What follows belongs to an exercise in optimizing a design on an open flow for small area; a production flow would make more cautious choices.
Only simulation tests tie the RTL to the original design; equivalence was not proved.
The flow treats the clock pin as an ideal source, which a real chip does not have.
Power figures rest on the tool's default switching activity, not on a simulated workload.

== job 9253 ==
Design slv_reg, start of the top module:
module slv_reg(
        input [31:0] reg0,   
        input [31:0] reg1,
        input [31:0] reg2,
        input [31:0] reg3,
        input [31:0] reg4,
        input [31:0] reg5,
        input [31:0] reg6,
        input [31:0] reg7,
        input [31:0] reg8,
        input [31:0] reg9,
        input [31:0] reg10,
        input sysclk,
        output tcclk_out,
        output sout
    );
Size: about 320 cells after synthesis, ~84 flip-flops, roughly 360 I/O pins, about 3900 um2 of cells after synthesis.
Settings: LEC_CHECK=0, CAP_MARGIN=0, CORE_MARGIN=2, CORE_UTILIZATION=30, SLEW_MARGIN=0; clock period 10.0 ns.
standard.sh (not shown) runs the stock make flow with config.mk's settings and CLKGATE_MAP_FILE= SYNTH_SCRIPT=/design/flow/synth_recipe.tcl, a recipe that flattens the netlist after the stock synthesis.
==> flow/flow/run.sh <==
#!/bin/bash
# The standard ORFS layout (standard.sh) with these changes:
#  * synthesis maps logic with an area-oriented abc script (flow/synth.tcl);
#  * the port buffers use the smallest buffer cell, buf_1;
#  * CTS uses small clock buffers and no dummy loads;
#  * no adder extraction in synthesis (ADDER_MAP_FILE empty).
# The full output of the flow goes to flow.log in the work folder.
set -euo pipefail
export FLOW_WORK=$PWD
export FLOW_ABC_SCRIPT=$PWD/flow/area.abc
export BUFFER_PORTS_ARGS="-buffer_cell sky130_fd_sc_hd__buf_1"
export CTS_ARGS="-sink_clustering_enable -repair_clock_nets -dont_use_dummy_load -buf_list {sky130_fd_sc_hd__clkbuf_2 sky130_fd_sc_hd__clkbuf_4 sky130_fd_sc_hd__clkbuf_8}"
bash standard.sh SYNTH_SCRIPT=$PWD/flow/synth.tcl ADDER_MAP_FILE= finish > flow.log 2>&1
==> flow/flow/area.abc <==
&get -n
&st
&nf -R 1000
&put
==> flow/flow/synth.tcl <==
# The standard flow's synthesis (synth_recipe.tcl, unchanged) with one difference: abc maps
# the logic with flow/area.abc (structural hashing and area-oriented &nf
# mapping) instead of ORFS's delay-oriented script. Registers are mapped by
# dfflibmap before abc, exactly as in the standard synthesis.
proc abc {args} {
  set i [lsearch $args -script]
  if { $i >= 0 } {
    set args [lreplace $args [expr {$i + 1}] [expr {$i + 1}] $::env(FLOW_ABC_SCRIPT)]
  }
  yosys abc {*}$args
}
source $::env(FLOW_WORK)/synth_recipe.tcl
Job 9253 reached the final stage; the timing, design-rule and antenna checks on its layout passed.
### job 9253 -> job 5274
- SLEW_MARGIN changed from 0 to 20
- CAP_MARGIN changed from 0 to 20
--- outcome ---
For via density per instance, job 5274 and job 9253 come out practically identical. Any difference in detailed-route wire length per cell between job 5274 and job 9253 is small enough to ignore. Job 5274 vs. job 9253: placed standard-cell area flat; areal power density over the cells flat. In terms of hold slack, job 5274 and job 9253 differ only marginally. The clock power was comparable across job 5274 and job 9253. Delay of the slowest cell on the worst path (job 5274 over job 9253): decrease, 0.29 ns. Any difference in routed wire length between job 9253 and job 5274 is small enough to ignore. Job 5274 vs. job 9253: switching power share of the total ~0 delta, global-route usage about even.
--- input diff job 5274..job 9501 ---
- GPL_TIMING_DRIVEN now 0, previously not set
diff --git a/flow/flow/run.sh b/flow/flow/run.sh
--- a/flow/flow/run.sh
+++ b/flow/flow/run.sh
@@ -5 +4,0 @@
-#  * CTS uses small clock buffers and no dummy loads;
@@ -12 +11,2 @@
-export CTS_ARGS="-sink_clustering_enable -repair_clock_nets -dont_use_dummy_load -buf_list {sky130_fd_sc_hd__clkbuf_2 sky130_fd_sc_hd__clkbuf_4 sky130_fd_sc_hd__clkbuf_8}"
+export POST_CTS_TCL=$PWD/flow/post_cts.tcl
+export CTS_ARGS="-sink_clustering_enable -repair_clock_nets -dont_use_dummy_load -buf_list {sky130_fd_sc_hd__clkbuf_4}"
==> flow/flow/post_cts.tcl (new file) <==
set clk [lindex [all_clocks] 0]
set was_prop [get_property $clk is_propagated]
set_propagated_clock [all_clocks]
estimate_parasitics -placement
set n 0
foreach inst [get_cells *] {
  if { [get_property $inst ref_name] != "sky130_fd_sc_hd__clkbuf_4" } { continue }
  set net [get_nets -of_objects [get_pins -of_objects $inst -filter "direction==output"]]
  set worst 0
  foreach p [get_pins -of_objects $net -filter "direction==input"] {
    foreach prop {slew_max_rise slew_max_fall} {
      set v [get_property $p $prop]
      if { $v > $worst } { set worst $v }
    }
  }
  puts "post_cts: [get_full_name $inst] sink slew [format %.4f $worst]"
  if { $worst > 0.122 } {
    replace_cell $inst sky130_fd_sc_hd__clkbuf_8
    incr n
  }
}
puts "post_cts: upsized $n clock buffers to clkbuf_8"
if { !$was_prop } { unset_propagated_clock [all_clocks] }
detailed_placement
check_placement
estimate_parasitics -placement
==> results.txt <==
Sequential share of layout area: job 9501 vs job 5274 down 1.1 points. On maximum VDD drop: between job 5274 and job 9501, it ends up higher for job 5274. Delta (job 9501 minus job 5274): wire length of the first global-routing pass now smaller; highest attainable clock frequency picked up an extra 8.4%; critical-path maximum fanout shrank by 17. Post-route non-filler standard cell count in job 9501 is 14 higher than in job 5274. Job 9501 finished end to end and its layout was clean on timing, DRC and antenna. Diff job 5274 -> job 9501 | design area | up by a few percent. met4 as the highest routing layer actually used was reported by job 5274, and met5 by job 9501. Going from job 5274 to job 9501, combinational share of power moved up, count of placed standard cells including taps climbed 13, count of vias placed by the detailed router climbed about 1.3%, setup slack of the critical path after layout increased by 0.39 ns relative to the old numbers.

==> re-timing with driven ports <==
In the flow no input, the clock included, has a driving cell. The finished layouts below were timed again as built, in two steps.
Step 1 (the two cells are an assumption about what drives the block):
set clk [get_ports {sysclk}]
set_driving_cell -lib_cell sky130_fd_sc_hd__clkbuf_16 $clk
set_driving_cell -lib_cell sky130_fd_sc_hd__buf_2 [delete_from_list [all_inputs] $clk]
Step 2 moves the port delays by t, midway between the first and last clock arrival at a register: inputs arrive t later, outputs are due t later. That takes back most of the time a late clock gives input paths.
a / b / c = ideal / step 1 / step 2; a / b = the first two.
run	shift t [ns]	setup slack, ns	latest minus earliest clock arrival (ns)	worst data-port slew with drivers (ns)	cell pins on the clock port's net
job 9253	0.370	4.565 / 4.576 / 4.206	0.015 / 0.014	0.12	1
job 5274	0.369	4.907 / 4.916 / 4.546	0.015 / 0.015	0.12	1
job 9501	0.381	5.302 / 5.317 / 4.936	0.036 / 0.035	0.11	1
After both steps every run listed still meets setup and hold. For job 9501, which loses most, drivers alone change the setup slack by +0.015 ns; drivers and shift together by -0.366 ns.
